This design comes from an exercise in tuning for small area, a short achievable clock period and few clock cycles on the open sky130 flow, not from production work.
At most, simulation tests tie the RTL to the original design; equivalence was not proved.
The clock port is modelled as an ideal driver; clocking choices that lean on that would not hold on a real chip.
No activity file was given, so power comes from the tool's default toggle rates.

## Q
==> flow/design.v <==
`timescale 1ns/1ps
module RISC_V(clk, rst, mem_addr, mem_wdata, mem_we, mem_rdata);
    input clk, rst;
    input  [15:0] mem_rdata;
    output [15:0] mem_addr;
    output [15:0] mem_wdata;
    output        mem_we;
    reg  [15:1] fa;         
    reg  [15:0] ir;         
    reg  [7:0]  sa, sb;     
    reg         iv;         
    reg         mem;        
    reg  [15:0] ea;         
    reg  [2:0]  mrd;        
    reg         mst;        
    reg  [15:0] rf [0:7];
    integer k;
    wire [15:0] w      = mem_rdata;
    wire        w_jump = (w[14:12] == 3'b100);
    wire        w_pt   = (w[14:12] == 3'b011) & w[15];   
    wire [15:1] inc    = w_jump ? {{4{w[15]}}, w[11:1]} :
                         w_pt   ? {{12{w[15]}}, w[9], w[2:1]} : 15'd1;
    wire [15:1] fnext  = fa + inc;
    wire [2:0] op  = ir[14:12];
    wire [2:0] f3  = ir[2:0];
    wire       exv = iv & ~mem;
    wire is_r  = (op == 3'b000);
    wire is_l  = (op == 3'b001);
    wire is_s  = (op == 3'b010);
    wire is_b  = (op == 3'b011);
    wire is_i  = (op == 3'b101);
    reg [15:0] a, b;
    always @(*) begin
        a = 16'd0;
        b = 16'd0;
        for (k = 0; k < 8; k = k + 1) begin
            a = a | ({16{sa[k]}} & rf[k]);
            b = b | ({16{sb[k]}} & rf[k]);
        end
    end
    wire [15:0] immI = {{10{ir[15]}}, ir[8:6], ir[2:0]};
    wire [15:0] immS = {{10{ir[15]}}, ir[5:0]};
    wire        sub  = is_b | (is_r & ~f3[2] & (f3[1] | f3[0]));
    wire [15:0] op2  = (is_r | is_b) ? (sub ? ~b : b) : (is_s ? immS : immI);
    wire [15:0] sum  = a + op2 + {15'd0, sub};
    wire        lt   = (a[15] ^ b[15]) ? a[15] : sum[15];
    wire        eq   = (a == b);
    reg [15:0] res;
    always @(*) begin
        if (is_r & (f3 == 3'b111))      res = a & b;
        else if (is_r & (f3 == 3'b110)) res = a | b;
        else if (is_r & (f3 == 3'b010)) res = {15'd0, lt};
        else                            res = sum;
    end
    wire [4:0]  bimm  = {ir[15], ir[15], ir[9], ir[2:1]};         
    wire [4:0]  boff  = ir[15] ? (5'd1 - bimm) : (bimm - 5'd1);
    wire [15:1] alt   = fa + {{10{boff[4]}}, boff};
    wire taken    = ir[11] ? lt : (eq ^ ir[10]);
    wire redirect = exv & is_b & (taken ^ ir[15]);
    wire        ex_we = exv & (is_r | is_i);
    wire        wen   = mem ? ~mst : ex_we;
    wire [2:0]  wa    = mem ? mrd : ir[11:9];
    wire [15:0] wd    = mem ? mem_rdata : res;
    always @(posedge clk)
        if (wen) rf[wa] <= wd;
    always @(posedge clk or posedge rst) begin
        if (rst) begin
            fa  <= 15'd0;
            iv  <= 1'b0;
            mem <= 1'b0;
        end else begin
            mem <= exv & (is_l | is_s);
            if (~mem) begin
                fa <= ({15{redirect}} & alt) | ({15{~redirect}} & fnext);
                iv <= ~redirect;
            end
        end
    end
    wire keep_b = mem | (exv & is_s);
    always @(posedge clk) begin
        if (~mem)
            ir <= w;
        for (k = 0; k < 8; k = k + 1) begin
            sa[k] <= mem ? (ir[5:3] == k) : (w[5:3] == k);
            sb[k] <= keep_b ? (ir[8:6] == k) : (w[8:6] == k);
        end
        ea  <= sum;
        mrd <= ir[11:9];
        mst <= is_s;
    end
    assign mem_addr  = mem ? ea : {fa, 1'b0};
    assign mem_wdata = b;
    assign mem_we    = mem & mst;
endmodule
Settings: LEC_CHECK=0, ABC_AREA=1, CAP_MARGIN=20, CORE_MARGIN=2, CORE_UTILIZATION=40, SETUP_SLACK_MARGIN=4.4, SLEW_MARGIN=20; clock period 8.0 ns.
standard.sh (not shown) runs the stock make flow with config.mk's settings and CLKGATE_MAP_FILE= SYNTH_SCRIPT=/design/flow/synth_recipe.tcl, a recipe that flattens the netlist after the stock synthesis.
==> flow/flow/run.sh <==
#!/bin/bash
# The standard layout (standard.sh) with three changes:
# - synthesis leaves adders to ABC instead of mapping them onto the
#   library's full/half-adder cells (ADDER_MAP_FILE empty); the registers
#   are the standard synthesis's;
# - plain buffers on the ports (buffer_ports otherwise picks delay cells);
# - after the post-CTS timing repair, a downsizing pass that keeps the setup slack at or above SETUP_SLACK_MARGIN.
# Full tool output goes to standard.log.
set -e
export FLOW_FLOW_DIR=$PWD/flow
export ADDER_MAP_FILE=
export BUFFER_PORTS_ARGS="-buffer_cell sky130_fd_sc_hd__buf_1"
export POST_CTS_TCL=$FLOW_FLOW_DIR/post_cts.tcl
bash standard.sh > standard.log 2>&1
Other scripts of this flow, unchanged in this note and not shown: flow/flow/area_recover.tcl, flow/flow/post_cts.tcl
Testbench counts of Q, summed over its fixed seeds: cycles 40,390.
Here is what was changed in the inputs of S compared with Q.
diff --git a/flow/design.v b/flow/design.v
--- a/flow/design.v
+++ b/flow/design.v
@@ -14,11 +14,12 @@
     reg  [2:0]  mrd;        
     reg         mst;        
+    reg  [15:0] wdata;      
     reg  [15:0] rf [0:7];
     integer k;
     wire [15:0] w      = mem_rdata;
-    wire        w_jump = (w[14:12] == 3'b100);
-    wire        w_pt   = (w[14:12] == 3'b011) & w[15];   
+    wire        w_jump = ~mem & (w[14:12] == 3'b100);
+    wire        w_pt   = ~mem & (w[14:12] == 3'b011) & w[15];   
     wire [15:1] inc    = w_jump ? {{4{w[15]}}, w[11:1]} :
-                         w_pt   ? {{12{w[15]}}, w[9], w[2:1]} : 15'd1;
+                         w_pt   ? {{12{w[15]}}, w[9], w[2:1]} : {14'd0, ~mem};
     wire [15:1] fnext  = fa + inc;
     wire [2:0] op  = ir[14:12];
@@ -71,11 +72,10 @@
         end else begin
             mem <= exv & (is_l | is_s);
-            if (~mem) begin
-                fa <= ({15{redirect}} & alt) | ({15{~redirect}} & fnext);
+            fa <= ({15{redirect}} & alt) | ({15{~redirect}} & fnext);
+            if (~mem)
                 iv <= ~redirect;
-            end
         end
     end
-    wire keep_b = mem | (exv & is_s);
+    wire keep_b = mem;
     always @(posedge clk) begin
         if (~mem)
@@ -86,9 +86,10 @@
         end
         ea  <= sum;
+        wdata <= b;
         mrd <= ir[11:9];
         mst <= is_s;
     end
     assign mem_addr  = mem ? ea : {fa, 1'b0};
-    assign mem_wdata = b;
+    assign mem_wdata = wdata;
     assign mem_we    = mem & mst;
 endmodule
Higher global-route wire length before repair goes to Q over S.
S vs. Q: final cell count decreased 20; total vias in the final route decreased 0.96%; met3 routing resource usage after global routing decreased 0.52 points.
Looking at setup slack after layout across S and Q, the one that comes out lower is Q.
On S: proportion of power drawn by combinational gates is 5.4 points lower than what Q gave.
The design area on S is in line with that on Q.
Global-route usage, S and Q: lower on S
Re end-of-flow core utilization: Q was higher than S.
For S, only the layout was checked, not whether the RTL still works.

## re-timing with driven ports
The results above use ideal ports. As a check the final layouts listed here were re-extracted and re-timed, cells and wires unchanged.
Step 1 sets driving cells, clkbuf_16 on the clock port and buf_2 on the other inputs (assumed; they add their load-dependent delay and slew).
Step 2 adds t to the input delays and takes it off the output delays; t is the mean of the earliest and latest rising clock arrival at the registers after step 1. Input paths then give back, and output paths get back, about the clock's delay inside the block.
Slacks: ideal ports / drivers / drivers and shift; pairs: ideal ports / drivers.
run	t (ns)	slack for setup (ns)	worst hold slack (ns)	slew at the worst register clock pin (ns)
Q	0.486	4.382 / 4.390 / 3.904	0.423 / 0.423 / 0.423	0.08 / 0.08
S	0.564	4.537 / 4.538 / 3.998	0.424 / 0.424 / 0.424	0.06 / 0.06
After both steps every run listed still meets setup and hold. The setup slack of S, which loses most, moves by +0.001 ns with the drivers and by -0.539 ns with both steps.
